This design comes from an exercise in tuning for small area and a short achievable clock period on the open sky130 flow, not from production work.
The RTL was checked by simulation tests, not by an equivalence proof against the original design.
The flow treats the clock pin as an ideal source. Dropping or thinning the clock tree relies on that and would not hold on a real chip.

==> inputs of amber <==
==> flow/design.v <==
 module fifo #(
    parameter WIDTH = 32,
    parameter DEPTH = 16
 )
 (
    input  logic             clk_i,
    input  logic             rst_n_i,
    input  logic [WIDTH-1:0] wdata_i,
    input  logic             wr_en_i,
    output logic             full_o,
    output logic [WIDTH-1:0] rdata_o,
    input  logic             rd_en_i,
    output logic             empty_o
 );
    localparam ADDR_WIDTH = $clog2(DEPTH);
    logic [ADDR_WIDTH-1:0] rptr, wptr;
    logic full, empty;
    logic last_was_read;
    logic [WIDTH-1:0] mem [0:DEPTH-1];
    always_ff @(posedge clk_i or negedge rst_n_i) begin
        if (!rst_n_i) begin
            wptr <= 0;
        end else begin
            if (wr_en_i && !full) begin
                mem[wptr] <= wdata_i;
                wptr      <= wptr + 1'b1;
            end
        end
    end
    always_ff @(posedge clk_i or negedge rst_n_i) begin
        if (!rst_n_i) begin
            rptr <= 0;
        end else begin
            if (rd_en_i && !empty) begin
                rptr    <= rptr + 1'b1;
                rdata_o <= mem[rptr];
            end
        end
    end
    always_ff @(posedge clk_i or negedge rst_n_i) begin
        if (!rst_n_i) begin
            last_was_read <= 1;  
        end else begin
            if (rd_en_i && !empty) begin
                last_was_read <= 1;
            end else if (wr_en_i && !full) begin
                last_was_read <= 0;
            end else begin
                last_was_read <= last_was_read;
            end
        end
    end
    assign full    = (wptr == rptr) && !last_was_read;  
    assign empty   = (wptr == rptr) &&  last_was_read;  
    assign full_o  = full;
    assign empty_o = empty;
endmodule
==> flow/run.sh <==
#!/bin/bash
# synth_recipe.tcl (not shown) runs the flow's synth.tcl, then flattens the netlist and writes it again
# the make line also repeats each setting of config.mk as NAME=value (left out here)
make -C /OpenROAD-flow-scripts/flow DESIGN_CONFIG=/design/flow/config.mk WORK_HOME=/design/flow/orfs CLKGATE_MAP_FILE= SYNTH_SCRIPT=/design/flow/synth_recipe.tcl finish
==> flow/config.mk <==
export PLATFORM = sky130hd
export DESIGN_NAME = fifo
export DESIGN_NICKNAME = fifo
export VERILOG_FILES = /design/flow/design.v
export SDC_FILE = /design/flow/constraint.sdc
export NUM_CORES = 4
export LEC_CHECK = 0
export CAP_MARGIN = 20
export CORE_MARGIN = 2
export CORE_UTILIZATION = 40
export SLEW_MARGIN = 20
==> flow/constraint.sdc <==
create_clock -name core_clock -period 3.2 [get_ports {clk_i}]
set_input_delay 0.6400 -clock core_clock [delete_from_list [all_inputs] [get_ports {clk_i}]]
set_output_delay 0.6400 -clock core_clock [all_outputs]
set_load 0.01 [all_outputs]
==> violet: changes against amber <==
==> flow/design.v, changed modules only <==
module fifo #(
    parameter WIDTH = 32,
    parameter DEPTH = 16
)
(
    input  logic             clk_i,
    input  logic             rst_n_i,
    input  logic [WIDTH-1:0] wdata_i,
    input  logic             wr_en_i,
    output logic             full_o,
    output logic [WIDTH-1:0] rdata_o,
    input  logic             rd_en_i,
    output logic             empty_o
);
    logic [DEPTH-1:0] woh;           
    logic [DEPTH-1:0] roh;           
    logic             full_r;        
    logic             nempty_r;      
    logic             one_r;         
    logic             fifteen_r;     
    logic             full_q;        
    logic             nempty_q;      
    logic [WIDTH-1:0] mem [0:DEPTH-1];
    wire wr_acc  = wr_en_i & ~full_r;
    wire rd_acc  = rd_en_i & nempty_r;
    wire wr_only = wr_acc & ~rd_acc;
    wire rd_only = rd_acc & ~wr_acc;
    wire two      = |(woh & {roh[DEPTH-3:0], roh[DEPTH-1:DEPTH-2]});
    wire fourteen = |(roh & {woh[DEPTH-3:0], woh[DEPTH-1:DEPTH-2]});
    genvar i;
    generate
        for (i = 0; i < DEPTH; i = i + 1) begin : g_mem
            always_ff @(posedge clk_i) begin
                if (woh[i])
                    mem[i] <= wdata_i;
            end
        end
    endgenerate
    logic [WIDTH-1:0] rsel;
    always_comb begin
        rsel = '0;
        for (int k = 0; k < DEPTH; k = k + 1)
            rsel = rsel | (mem[k] & {WIDTH{roh[k]}});
    end
    always_ff @(posedge clk_i) begin
        if (rd_acc)
            rdata_o <= rsel;
    end
    always_ff @(posedge clk_i or negedge rst_n_i) begin
        if (!rst_n_i) begin
            woh <= {{(DEPTH-1){1'b0}}, 1'b1};
        end else if (full_r) begin
            if (rd_acc)
                woh <= roh;
        end else if (wr_acc) begin
            if (wr_only && fifteen_r)
                woh <= '0;
            else
                woh <= {woh[DEPTH-2:0], woh[DEPTH-1]};
        end
    end
    always_ff @(posedge clk_i or negedge rst_n_i) begin
        if (!rst_n_i)
            roh <= {{(DEPTH-1){1'b0}}, 1'b1};
        else if (rd_acc)
            roh <= {roh[DEPTH-2:0], roh[DEPTH-1]};
    end
    always_ff @(posedge clk_i or negedge rst_n_i) begin
        if (!rst_n_i) begin
            full_r    <= 1'b0;
            nempty_r  <= 1'b0;
            one_r     <= 1'b0;
            fifteen_r <= 1'b0;
        end else if (wr_only) begin
            full_r    <= fifteen_r;
            nempty_r  <= 1'b1;
            one_r     <= ~nempty_r;
            fifteen_r <= fourteen;
        end else if (rd_only) begin
            full_r    <= 1'b0;
            nempty_r  <= ~one_r;
            one_r     <= two;
            fifteen_r <= full_r;
        end
    end
    always_ff @(posedge clk_i or negedge rst_n_i) begin
        if (!rst_n_i) begin
            full_q   <= 1'b0;
            nempty_q <= 1'b0;
        end else begin
            full_q   <= (full_q & ~rd_acc) | (wr_only & fifteen_r);
            nempty_q <= wr_acc | (nempty_q & ~(rd_acc & one_r));
        end
    end
    assign full_o  = full_q;
    assign empty_o = ~nempty_q;
endmodule
==> flow/flow/run.sh (new file) <==
#!/bin/bash
# The standard layout (standard.sh) with these changes:
# - the ports get buf_2 buffers, which the resizer may then size freely
#   (MATCH_CELL_FOOTPRINT 0), instead of delay cells it may not swap;
# - clock tree: larger sink clusters and no dummy loads;
# - after CTS the root buffer of the clock tree is removed, so the clock port
#   drives the two buffers below it directly (post_cts.tcl).
# make's output goes to make.log here; each step's log is under orfs/logs/.
set -euo pipefail
here=$(pwd)
bash standard.sh \
  "BUFFER_PORTS_ARGS=-buffer_cell sky130_fd_sc_hd__buf_2" \
  MATCH_CELL_FOOTPRINT=0 \
  "CTS_ARGS=-sink_clustering_enable -repair_clock_nets -dont_use_dummy_load -sink_clustering_size 20 -sink_clustering_max_diameter 60" \
  "POST_CTS_TCL=$here/flow/post_cts.tcl" \
  finish > "$here/make.log" 2>&1
==> flow/flow/post_cts.tcl (new file) <==
# Remove the root buffer of the clock tree: the clock port then drives the
# few buffers below it directly.
set block [ord::get_db_block]
set port_net [[$block findBTerm clk_i] getNet]
set roots {}
foreach it [$port_net getITerms] { lappend roots [$it getInst] }
puts "clock port drives [llength $roots] cells"
if {[llength $roots] == 1} {
  set root [lindex $roots 0]
  set master [[$root getMaster] getName]
  if {[string match "sky130_fd_sc_hd__clkbuf*" $master]} {
    set out_net ""
    foreach it [$root getITerms] {
      if {[$it isOutputSignal]} { set out_net [$it getNet] }
    }
    set loads {}
    foreach it [$out_net getITerms] {
      if {[$it getInst] ne $root} { lappend loads $it }
    }
    puts "root $master [$root getName] drives [llength $loads] cells"
    if {[llength $loads] <= 4} {
      foreach it $loads { $it disconnect }
      foreach it [$root getITerms] { if {[$it getNet] ne "NULL"} { $it disconnect } }
      odb::dbInst_destroy $root
      odb::dbNet_destroy $out_net
      foreach it $loads { $it connect $port_net }
      puts "removed the root clock buffer"
    }
  }
}
estimate_parasitics -placement
report_clock_latency -include_internal_latency 
==> flow/standard.sh (new file) <==
#!/bin/bash
# synth_recipe.tcl (not shown) runs the flow's synth.tcl, then flattens the netlist and writes it again
# the make line also repeats each setting of config.mk as NAME=value (left out here)
make -C /OpenROAD-flow-scripts/flow DESIGN_CONFIG=/design/flow/config.mk WORK_HOME=/design/flow/orfs CLKGATE_MAP_FILE= SYNTH_SCRIPT=/design/flow/synth_recipe.tcl "${@:-finish}"
Settings changed: CORE_UTILIZATION 40 to 50, SETUP_SLACK_MARGIN set to 1.45.
removed: flow/run.sh
==> results.py <==
metrics = {
    "clock_tree": {
        "cts_sinks": 553,
        "cts.htree.levels": 2,
        "cts_max_path_buffers": 3,
    },
    "setup_path": {
        "crit_slowest_cell": "clkdlybuf4s50_1",
    },
    "layout": {
        "multi_input_area_share": 0.172,
        "multi_input_comb_cells": 566,
        "final_cell_area_um2": 24700,
        "fin_nets": 1359,
        "n_all_buffers": 131,
    },
    "timing": {
        "worstMarginPinSlew_ns": 0.857,
        "max_freq_mhz": 336,
    },
    "power_and_ir_drop": {
        "p_leak_uw": 0.00775,
    },
    "drt": {
        "wl_met3_um": 2700,
    },
    "outcome": {
        "status": "complete, no violations",
    },
}
# the run above: amber

==> results.py <==
metrics = {
    "layout": {
        "final_cell_area_um2": 23800,
        "fin_nets": 1215,
        "n_all_buffers": 158,
        "multi_input_comb_cells": 393,
    },
    "power_and_ir_drop": {
        "p_leak_uw": 0.00769,
    },
    "drt": {
        "wl_met3_um": 5630,
    },
    "timing": {
        "max_freq_mhz": 581,
        "worstMarginPinSlew_ns": 0.870,
    },
    "clock_tree": {
        "cts_sinks": 582,
    },
    "outcome": {
        "status": "complete, no violations",
    },
}
# the run above: violet

[re-timing with driven ports]
In the flow no input, the clock included, has a driving cell. The finished layouts below were timed again as built, in two steps.
Step 1, drivers: a clkbuf_16 drives clk_i and a buf_2 each remaining input, both assumed.
Step 2 times the ports against the registers' clock, not the clock port: input delays grow and output delays shrink by t, the midpoint of the rising clock arrivals with the driver on.
Slacks: ideal ports / drivers / drivers and shift; pairs: ideal ports / drivers.
| run | shift t [ns] | setup slack, ns | worst hold slack (ns) | worst slew at a driven data input, ns |
|---|---|---|---|---|
| amber | 0.651 | 0.220 / 0.166 / 0.326 | 0.339 / 0.316 / 0.531 | 0.10 |
| violet | 0.488 | 1.479 / 1.370 / 1.239 | 0.378 / 0.280 / 0.541 | 0.08 |
After both steps setup and hold are still met in every run listed. The setup slack of violet, which loses most, moves by -0.109 ns with the drivers and by -0.240 ns with both steps.
